This design comes from an exercise in tuning for small area on the open sky130 flow, not from production work.
Function was not checked in any run shown here: the RTL went through the layout flow alone.
Power figures rest on the tool's default switching activity, not on a simulated workload.

==> flow/design.v (outline; a module is shown in full before it is edited, if it fits) <==
// module mac_mult: 1056 lines
// module fa_cell: 9 lines
// module ha_cell: 8 lines
// module booth_sel: 10 lines
// module booth_sel_n: 11 lines
// module booth_sel0: 8 lines
// module sel_or10: 12 lines
// module aoi222_cell: 11 lines
// module FIR_filter: 76 lines
module FIR_filter #(parameter order = 10)(
	input logic clk,
	input logic reset,
	input logic x_valid,
	input logic signed [23:0] x,
	input logic [16*order - 1:0] h,
	output logic signed [39:0] y
);
  // ...
==> flow/flow/run.sh <==
#!/bin/bash
# The standard layout, with three changes to how it is made:
#  - ports are buffered with the smallest buffer (buf_1) instead of the default choice;
#  - before floorplanning, combinational cells that synthesis upsized are set back to their
#    smallest size (downsize.tcl); the flow's timing repair upsizes again where needed;
#  - clock tree synthesis adds no dummy load cells.
# make's full output goes to flow_make.log; each step's log is under orfs/logs/.
set -euo pipefail
here=$(pwd)
bash standard.sh \
  "BUFFER_PORTS_ARGS=-buffer_cell sky130_fd_sc_hd__buf_1" \
  "PRE_FLOORPLAN_TCL=$here/flow/downsize.tcl" \
  "CTS_ARGS=-sink_clustering_enable -repair_clock_nets -sink_clustering_size 20 -sink_clustering_max_diameter 70 -buf_list sky130_fd_sc_hd__clkbuf_8 -dont_use_dummy_load" \
  finish > "$here/flow_make.log" 2>&1
==> flow/flow/downsize.tcl <==
# Set every combinational cell that is not a buffer, delay or clock cell to the smallest
# size of its kind (for example a22oi_2 -> a22oi_1). Sequential cells are left alone.
set db [ord::get_db]
set n 0
foreach inst [[ord::get_db_block] getInsts] {
  set master [$inst getMaster]
  set name [$master getName]
  if { ![regexp {^sky130_fd_sc_hd__([a-z0-9]+)_([0-9]+)$} $name -> base drive] } { continue }
  if { [regexp {^(df|edf|sdf|sedf|dl|clk|buf|dly|conb|tap|fill|decap|diode|probe|lpflow)} $base] } { continue }
  set best $master
  foreach d {0 1 2} {
    set cand [$db findMaster "sky130_fd_sc_hd__${base}_$d"]
    if { $cand ne "NULL" && [$cand getWidth] < [[set best] getWidth] } { set best $cand }
  }
  if { $best ne $master } {
    replace_cell [$inst getName] [$best getName]
    incr n
  }
}
puts "downsize.tcl: resized $n instances"
==> flow/standard.sh <==
#!/bin/bash
# synth_recipe.tcl (not shown) runs the flow's synth.tcl, then flattens the netlist and writes it again
# the make line also repeats each setting of config.mk as NAME=value (left out here)
make -C /OpenROAD-flow-scripts/flow DESIGN_CONFIG=/design/flow/config.mk WORK_HOME=/design/flow/orfs CLKGATE_MAP_FILE= SYNTH_SCRIPT=/design/flow/synth_recipe.tcl "${@:-finish}"
==> flow/config.mk <==
export PLATFORM = sky130hd
export DESIGN_NAME = FIR_filter
export DESIGN_NICKNAME = FIR_filter
export VERILOG_FILES = /design/flow/design.v
export SDC_FILE = /design/flow/constraint.sdc
export NUM_CORES = 4
export LEC_CHECK = 0
export CAP_MARGIN = 0
export CORE_MARGIN = 2
export CORE_UTILIZATION = 70
export SLEW_MARGIN = 0
export SYNTH_HIERARCHICAL = 1
==> flow/constraint.sdc <==
create_clock -name core_clock -period 10.0 [get_ports {clk}]
set_input_delay 2.0000 -clock core_clock [delete_from_list [all_inputs] [get_ports {clk}]]
set_output_delay 2.0000 -clock core_clock [all_outputs]
set_load 0.01 [all_outputs]
==> results.yml, run 1 <==
power_and_ir_drop:
  powerComb_uw: 3550
  p_int_uw: 3290
  seqPwrFrac_pct: 27.6
  design_power_total_uw: 5650
drt:
  top_layer: "met5"
  avgViaCountPerCell: 6.53
  wl_met1_mm: 18.3
  drt_iter0_markers: 1855
  drcViolationCount: 0
  routed_wl_mm: 46.6
yosys:
  synthesis.nets: 1879
  syn_inst: 1431
global_route:
  grt_pass1_vias: 13900
  overflow: 0
  grt_use_total_pct: 36.6
layout:
  inv_count: 60
  buffers: 267
  seqCellArea_um2: 6250
  clock_buffers: 21
  num_antenna_cells: 0
  buf_share_pct: 6.11
  multi_input_area_um2: 10600
clock_tree:
  cts_buffer_depth: 3
  cts_hold_buf: 0
critical_path:
  cp_slowest_cell: "nand4_1"
  critical_path.top_delay_family: "adder cells"
  critPathMaxFanout: 24
  timing.critical_path.from_type: "primary input"
  worstPathRequired_ps: 10400
  critical_path.max_stage_delay_ps: 460
  critPathBufInv: 2
floorplan:
  fp.dieH_um: 160
timing:
  drv_slew: 0
  tns_ps: 0
min_path:
  min_to: "ring[5][13]"
  hold_path.class: "flop to flop"
outcome:
  outcome: "finished clean"
placed_design:
  dp.cells: 1998
  port_buffers: 226
==> inputs of run 2 (changes only) <==
--- a/flow/design.v
+++ b/flow/design.v
@@ -855,20 +855,22 @@
 	fa_cell u_s174 (c136, s137, c173, s174, c174);
 	assign p[7] = s174;
 	wire s175, c175;
 	fa_cell u_s175 (c137, s138, c174, s175, c175);
 	assign p[8] = s175;
 	wire s176, c176;
 	fa_cell u_s176 (c138, s139, c175, s176, c176);
 	assign p[9] = s176;
-	wire g10, p10;
-	assign {g10, p10} = c139 + s140;
-	wire g11, p11;
-	assign {g11, p11} = c140 + s141;
+	wire s177, c177;
+	fa_cell u_s177 (c139, s140, c176, s177, c177);
+	assign p[10] = s177;
+	wire s178, c178;
+	fa_cell u_s178 (c140, s141, c177, s178, c178);
+	assign p[11] = s178;
 	wire g12, p12;
 	assign {g12, p12} = c141 + s142;
 	wire g13, p13;
 	assign {g13, p13} = c142 + s143;
 	wire g14, p14;
 	assign {g14, p14} = c143 + s144;
 	wire g15, p15;
 	assign {g15, p15} = c144 + s145;
@@ -915,150 +917,142 @@
 	wire g36, p36;
 	assign {g36, p36} = s166 + c165;
 	wire g37, p37;
 	assign {g37, p37} = s167 + c166;
 	wire g38, p38;
 	assign {g38, p38} = hs31 + c167;
 	wire g39, p39;
 	assign {g39, p39} = acc[39] + hc31;
-	wire G0 = g10 | (p10 & c176);
-	wire P0 = p10 & 1'b0;
-	wire G1 = g12 | (p12 & g11);
-	wire P1 = p12 & p11;
-	wire G2 = g14 | (p14 & g13);
-	wire P2 = p14 & p13;
-	wire G3 = g16 | (p16 & g15);
-	wire P3 = p16 & p15;
-	wire G4 = g18 | (p18 & g17);
-	wire P4 = p18 & p17;
-	wire G5 = g20 | (p20 & g19);
-	wire P5 = p20 & p19;
-	wire G6 = g22 | (p22 & g21);
-	wire P6 = p22 & p21;
-	wire G7 = g24 | (p24 & g23);
-	wire P7 = p24 & p23;
-	wire G8 = g26 | (p26 & g25);
-	wire P8 = p26 & p25;
-	wire G9 = g28 | (p28 & g27);
-	wire P9 = p28 & p27;
-	wire G10 = g30 | (p30 & g29);
-	wire P10 = p30 & p29;
-	wire G11 = g32 | (p32 & g31);
-	wire P11 = p32 & p31;
-	wire G12 = g34 | (p34 & g33);
-	wire P12 = p34 & p33;
-	wire G13 = g36 | (p36 & g35);
-	wire P13 = p36 & p35;
-	wire G14 = g38 | (p38 & g37);
-	wire P14 = p38 & p37;
-	wire G15 = G1 | (P1 & G0);
-	wire P15 = P1 & P0;
-	wire G16 = G3 | (P3 & G2);
-	wire P16 = P3 & P2;
-	wire G17 = G5 | (P5 & G4);
-	wire P17 = P5 & P4;
-	wire G18 = G7 | (P7 & G6);
-	wire P18 = P7 & P6;
-	wire G19 = G9 | (P9 & G8);
-	wire P19 = P9 & P8;
-	wire G20 = G11 | (P11 & G10);
-	wire P20 = P11 & P10;
-	wire G21 = G13 | (P13 & G12);
-	wire P21 = P13 & P12;
-	wire G22 = G16 | (P16 & G15);
-	wire P22 = P16 & P15;
-	wire G23 = G18 | (P18 & G17);
-	wire P23 = P18 & P17;
-	wire G24 = G20 | (P20 & G19);
-	wire P24 = P20 & P19;
-	wire G25 = G23 | (P23 & G22);
-	wire P25 = P23 & P22;
-	wire G26 = G24 | (P24 & G25);
-	wire P26 = P24 & P25;
-	wire G27 = G17 | (P17 & G22);
-	wire P27 = P17 & P22;
-	wire G28 = G19 | (P19 & G25);
-	wire P28 = P19 & P25;
-	wire G29 = G21 | (P21 & G26);
-	wire P29 = P21 & P26;
-	wire G30 = G2 | (P2 & G15);
-	wire P30 = P2 & P15;
-	wire G31 = G4 | (P4 & G22);
-	wire P31 = P4 & P22;
-	wire G32 = G6 | (P6 & G27);
-	wire P32 = P6 & P27;
-	wire G33 = G8 | (P8 & G25);
-	wire P33 = P8 & P25;
-	wire G34 = G10 | (P10 & G28);
-	wire P34 = P10 & P28;
-	wire G35 = G12 | (P12 & G26);
-	wire P35 = P12 & P26;
-	wire G36 = G14 | (P14 & G29);
-	wire P36 = P14 & P29;
-	wire G37 = g11 | (p11 & G0);
-	wire P37 = p11 & P0;
-	wire G38 = g13 | (p13 & G15);
-	wire P38 = p13 & P15;
-	wire G39 = g15 | (p15 & G30);
-	wire P39 = p15 & P30;
-	wire G40 = g17 | (p17 & G22);
-	wire P40 = p17 & P22;
-	wire G41 = g19 | (p19 & G31);
-	wire P41 = p19 & P31;
-	wire G42 = g21 | (p21 & G27);
-	wire P42 = p21 & P27;
-	wire G43 = g23 | (p23 & G32);
-	wire P43 = p23 & P32;
-	wire G44 = g25 | (p25 & G25);
-	wire P44 = p25 & P25;
-	wire G45 = g27 | (p27 & G33);
-	wire P45 = p27 & P33;
-	wire G46 = g29 | (p29 & G28);
-	wire P46 = p29 & P28;
-	wire G47 = g31 | (p31 & G34);
-	wire P47 = p31 & P34;
-	wire G48 = g33 | (p33 & G26);
-	wire P48 = p33 & P26;
-	wire G49 = g35 | (p35 & G35);
-	wire P49 = p35 & P35;
-	wire G50 = g37 | (p37 & G29);
-	wire P50 = p37 & P29;
-	wire G51 = g39 | (p39 & G36);
-	wire P51 = p39 & P36;
-	assign p[10] = p10 ^ c176;
-	assign p[11] = p11 ^ G0;
-	assign p[12] = p12 ^ G37;
-	assign p[13] = p13 ^ G15;
-	assign p[14] = p14 ^ G38;
-	assign p[15] = p15 ^ G30;
-	assign p[16] = p16 ^ G39;
-	assign p[17] = p17 ^ G22;
-	assign p[18] = p18 ^ G40;
-	assign p[19] = p19 ^ G31;
-	assign p[20] = p20 ^ G41;
-	assign p[21] = p21 ^ G27;
-	assign p[22] = p22 ^ G42;
-	assign p[23] = p23 ^ G32;
-	assign p[24] = p24 ^ G43;
-	assign p[25] = p25 ^ G25;
-	assign p[26] = p26 ^ G44;
-	assign p[27] = p27 ^ G33;
-	assign p[28] = p28 ^ G45;
-	assign p[29] = p29 ^ G28;
-	assign p[30] = p30 ^ G46;
-	assign p[31] = p31 ^ G34;
-	assign p[32] = p32 ^ G47;
-	assign p[33] = p33 ^ G26;
-	assign p[34] = p34 ^ G48;
-	assign p[35] = p35 ^ G35;
-	assign p[36] = p36 ^ G49;
-	assign p[37] = p37 ^ G29;
-	assign p[38] = p38 ^ G50;
-	assign p[39] = p39 ^ G36;
+	wire G0 = g12 | (p12 & c178);
+	wire P0 = p12 & 1'b0;
+	wire G1 = g14 | (p14 & g13);
+	wire P1 = p14 & p13;
+	wire G2 = g16 | (p16 & g15);
+	wire P2 = p16 & p15;
+	wire G3 = g18 | (p18 & g17);
+	wire P3 = p18 & p17;
+	wire G4 = g20 | (p20 & g19);
+	wire P4 = p20 & p19;
+	wire G5 = g22 | (p22 & g21);
+	wire P5 = p22 & p21;
+	wire G6 = g24 | (p24 & g23);
+	wire P6 = p24 & p23;
+	wire G7 = g26 | (p26 & g25);
+	wire P7 = p26 & p25;
+	wire G8 = g28 | (p28 & g27);
+	wire P8 = p28 & p27;
+	wire G9 = g30 | (p30 & g29);
+	wire P9 = p30 & p29;
+	wire G10 = g32 | (p32 & g31);
+	wire P10 = p32 & p31;
+	wire G11 = g34 | (p34 & g33);
+	wire P11 = p34 & p33;
+	wire G12 = g36 | (p36 & g35);
+	wire P12 = p36 & p35;
+	wire G13 = g38 | (p38 & g37);
+	wire P13 = p38 & p37;
+	wire G14 = G1 | (P1 & G0);
+	wire P14 = P1 & P0;
+	wire G15 = G3 | (P3 & G2);
+	wire P15 = P3 & P2;
+	wire G16 = G5 | (P5 & G4);
+	wire P16 = P5 & P4;
+	wire G17 = G7 | (P7 & G6);
+	wire P17 = P7 & P6;
+	wire G18 = G9 | (P9 & G8);
+	wire P18 = P9 & P8;
+	wire G19 = G11 | (P11 & G10);
+	wire P19 = P11 & P10;
+	wire G20 = G13 | (P13 & G12);
+	wire P20 = P13 & P12;
+	wire G21 = G15 | (P15 & G14);
+	wire P21 = P15 & P14;
+	wire G22 = G17 | (P17 & G16);
+	wire P22 = P17 & P16;
+	wire G23 = G19 | (P19 & G18);
+	wire P23 = P19 & P18;
+	wire G24 = G22 | (P22 & G21);
+	wire P24 = P22 & P21;
+	wire G25 = G23 | (P23 & G24);
+	wire P25 = P23 & P24;
+	wire G26 = G16 | (P16 & G21);
+	wire P26 = P16 & P21;
+	wire G27 = G18 | (P18 & G24);
+	wire P27 = P18 & P24;
+	wire G28 = G20 | (P20 & G25);
+	wire P28 = P20 & P25;
+	wire G29 = G2 | (P2 & G14);
+	wire P29 = P2 & P14;
+	wire G30 = G4 | (P4 & G21);
+	wire P30 = P4 & P21;
+	wire G31 = G6 | (P6 & G26);
+	wire P31 = P6 & P26;
+	wire G32 = G8 | (P8 & G24);
+	wire P32 = P8 & P24;
+	wire G33 = G10 | (P10 & G27);
+	wire P33 = P10 & P27;
+	wire G34 = G12 | (P12 & G25);
+	wire P34 = P12 & P25;
+	wire G35 = g13 | (p13 & G0);
+	wire P35 = p13 & P0;
+	wire G36 = g15 | (p15 & G14);
+	wire P36 = p15 & P14;
+	wire G37 = g17 | (p17 & G29);
+	wire P37 = p17 & P29;
+	wire G38 = g19 | (p19 & G21);
+	wire P38 = p19 & P21;
+	wire G39 = g21 | (p21 & G30);
+	wire P39 = p21 & P30;
+	wire G40 = g23 | (p23 & G26);
+	wire P40 = p23 & P26;
+	wire G41 = g25 | (p25 & G31);
+	wire P41 = p25 & P31;
+	wire G42 = g27 | (p27 & G24);
+	wire P42 = p27 & P24;
+	wire G43 = g29 | (p29 & G32);
+	wire P43 = p29 & P32;
+	wire G44 = g31 | (p31 & G27);
+	wire P44 = p31 & P27;
+	wire G45 = g33 | (p33 & G33);
+	wire P45 = p33 & P33;
+	wire G46 = g35 | (p35 & G25);
+	wire P46 = p35 & P25;
+	wire G47 = g37 | (p37 & G34);
+	wire P47 = p37 & P34;
+	wire G48 = g39 | (p39 & G28);
+	wire P48 = p39 & P28;
+	assign p[12] = p12 ^ c178;
+	assign p[13] = p13 ^ G0;
+	assign p[14] = p14 ^ G35;
+	assign p[15] = p15 ^ G14;
+	assign p[16] = p16 ^ G36;
+	assign p[17] = p17 ^ G29;
+	assign p[18] = p18 ^ G37;
+	assign p[19] = p19 ^ G21;
+	assign p[20] = p20 ^ G38;
+	assign p[21] = p21 ^ G30;
+	assign p[22] = p22 ^ G39;
+	assign p[23] = p23 ^ G26;
+	assign p[24] = p24 ^ G40;
+	assign p[25] = p25 ^ G31;
+	assign p[26] = p26 ^ G41;
+	assign p[27] = p27 ^ G24;
+	assign p[28] = p28 ^ G42;
+	assign p[29] = p29 ^ G32;
+	assign p[30] = p30 ^ G43;
+	assign p[31] = p31 ^ G27;
+	assign p[32] = p32 ^ G44;
+	assign p[33] = p33 ^ G33;
+	assign p[34] = p34 ^ G45;
+	assign p[35] = p35 ^ G25;
+	assign p[36] = p36 ^ G46;
+	assign p[37] = p37 ^ G34;
+	assign p[38] = p38 ^ G47;
+	assign p[39] = p39 ^ G28;
 endmodule
 `timescale 1ns/1ps
 module fa_cell (
 	input logic a,
 	input logic b,
 	input logic c,
 	output logic s,
 	output logic co
==> run 2 against run 1 <==
  * Sequential power barely moved
  * Utilization grew 1.6 points
  * Routed wire length shrank 2.6%
  * Non-clock buffer count increased by 10
  * Flip-flop and latch count did not move
  * Synthesized cell count down 0.63%
  * Worst setup slack worse by 140 ps
  * Final area barely moved
  * Combinational power fell by 1%
  * Critical path type is now flop to flop
  * Largest cell class unchanged
==> results.yml, run 2 <==
layout:
  top_regs: "ring x216, acc x40, hold x24"
  largest_register_ffs: 216
  final_common_cell: "dfxtp_1"
  drive_above_1_share_pct: 9.79
  final_cell_mix: "dfxtp_1 (276), buf_1 (225), xor2_1 (201)"
  stdcell_count: 2015
  regMostFlops: "ring"
  nets: 2144
  stdcell_area_um2: 18900
critical_path:
  worst_path_most_repeated_cell: "fa_2"
  cp_slowest_cell: "nor2_1"
  worstPathRequired_ps: 10400
  arrival_ps: 9840
  critPathMaxFanout: 10
  critical_path_class: "flop to flop"
  crit_path_end_kind: "flop"
  timing.critical_path.from_type: "flop"
  r2r_slack_ps: 550
  critical_path.max_stage_delay_ps: 670
drt:
  avgViaCountPerCell: 6.46
  firstDrtPassIters: 9
  routedWlPerCell_um: 22.5
  vias: 13000
  drt_iter0_markers: 1722
  drcViolationCount: 0
  routed_wl_mm: 45.4
  ant_nets: 0
timing:
  fmax_mhz: 106
  tightest_slew_ps: 1150
  skew_ps: 142
  maxSlewHeadroom_pct: 22.6
  period_share_pct: 94.5
  rsz0062_at_grt: "false"
  period_minus_slack_ps: 9450
  drv_slew: 0
  hold_violations: 0
  finalSetupViolCount: 0
clock_tree:
  h-tree-depth: 1
  cts_tree: "yes"
  clk_pin_slew_worst_paths_ps: 120
  numCtsBuffers: 22
  cts_resized: 0
  cts_hold_buf: 0
  cts_buffer_depth: 3
  clock_latency_ps: 610
  cts_num_sinks: 300
  cts_root_buffer: "clkbuf_8"
  post-cts-setup-buffer-count: 0
global_route:
  grt_pass1_wl_mm: 72.1
  overflow: 0
  antenna_found_initial: 1
  grt_pass1_vias: 13600
  grt_use_total_pct: 35.8
  grt_max_degree: 81
power_and_ir_drop:
  netSwitchingPower_uw: 2320
  p_leak_uw: 0.00914
  clockPowerShare_pct: 10.0
  ir_drop_mv: 0.283
  p_sw_share_pct: 41.3
  power_density_nw_per_um2: 297
  seqPwrFrac_pct: 27.7
  p_comb_share_pct: 62.3
  p_int_uw: 3300
placed_design:
  dp.cells: 1992
  placedInstanceArea_um2: 18600
  port_buffers: 226
  gp_congestion: 0.923
  hpwl_mm: 32.7
yosys:
  synth_warnings: 8
  synthesis.nets: 1869
  syn_inst: 1422
run:
  maxCapViolations: 0
outcome:
  outcome: "finished clean"
floorplan:
  die_area_um2: 25500
  core-area_um2: 23600
  initial_core_util_pct: 71.9
  die_w_um: 160
  fp.dieH_um: 160
  io-pin-count: 227
  rows: 56
min_path:
  hold_path.class: "flop to flop"
## run 2: final timing paths
| path | start | to | cells past startpoint |
|---|---|---|---|
| setup / recovery | use_k | acc[26] | 30 |
| hold / removal | ring[7][12] | ring[8][12] | 0 |
| setup reg to reg | use_k | acc[26] | 30 |
| hold reg to reg | ring[7][12] | ring[8][12] | 0 |
## run 2: metrics by stage
stage | setup TNS, ps | setup WS, ps | util, % | hold slack, ps | power [µW]
floorplan | -23140 | -1330 | - | 310 | 4320
global placement | 0 | 172 | 78.9 | 310 | 4900
detailed placement | 0 | 81.9 | 78.9 | 312 | 5070
CTS | 0 | 638 | 80.2 | 237 | 5640
global route | 0 | 180 | 80.2 | 220 | 6180
finish | 0 | 555 | 80.2 | 237 | 5610
## run 2: critical path: cells and delay by family (launching register included)
kind | cells | cell delay (ps)
and+or+nand+nor | 5 | 1720
DFF | 1 | 360
adders and majority gates | 14 | 5020
buffers and inverters | 2 | 440
xor gates and xnor gates | 2 | 320
AOI/OAI and AO/OA | 7 | 1360
## run 2: power groups by stage
stage	logic (µW)	clock network [µW]	registers [µW]
floorplan	2750	0	1560
global placement	3330	0	1570
detailed placement	3490	0	1580
CTS	3510	569	1550
global route	4000	611	1570
finish	3500	560	1550
## run 2: cell type report
class                           count  area (µm²)
Clock buffer                       22         303
Inverter                           57         214
Antenna cell                        1        2.50
Timing Repair Buffer              277        1240
Multi-Input combinational cell   1039       10500
Sequential cell                   300        6250
Tap cell                          319         399
Fill cell                        1504        4680
## run 2: metal layers
| layer | wire length (µm) | vias to the layer above | GRT usage (%) |
|---|---|---|---|
| met1 | 17400 | 6274 | 47.7 |
| met3 | 5150 | 192 | 8.34 |
| met5 | 0 | - | 0 |
| met2 | 20800 | 895 | 57.0 |
| met4 | 2110 | 0 | 14.5 |
| li1 | - | 5661 | - |

## separate check: timing with driven ports
In the flow no input, the clock included, has a driving cell. The finished layouts below were timed again as built, in two steps. Step 1 sets driving cells, clkbuf_16 on the clock port and buf_2 on the other inputs (assumed; they add their load-dependent delay and slew). Step 2 adds t to the input delays and takes it off the output delays; t is the mean of the earliest and latest rising clock arrival at the registers after step 1. Input paths then give back, and output paths get back, about the clock's delay inside the block. Three values: no drivers, after step 1, after step 2; two values: the first two.
| run | t, ns | setup WS [ns] | worst setup path after step 2 | cell pins on the clock port's net |
|---|---|---|---|---|
| run 1 | 0.601 | 0.700 / 0.722 / 0.122 | input to register | 1 |
| run 2 | 0.587 | 0.555 / 0.555 / -0.007 | input to register | 1 |
With both steps, setup timing fails in run 2, where it was met with ideal ports. The setup slack of run 1, which loses most, moves by +0.022 ns with the drivers and by -0.578 ns with both steps.
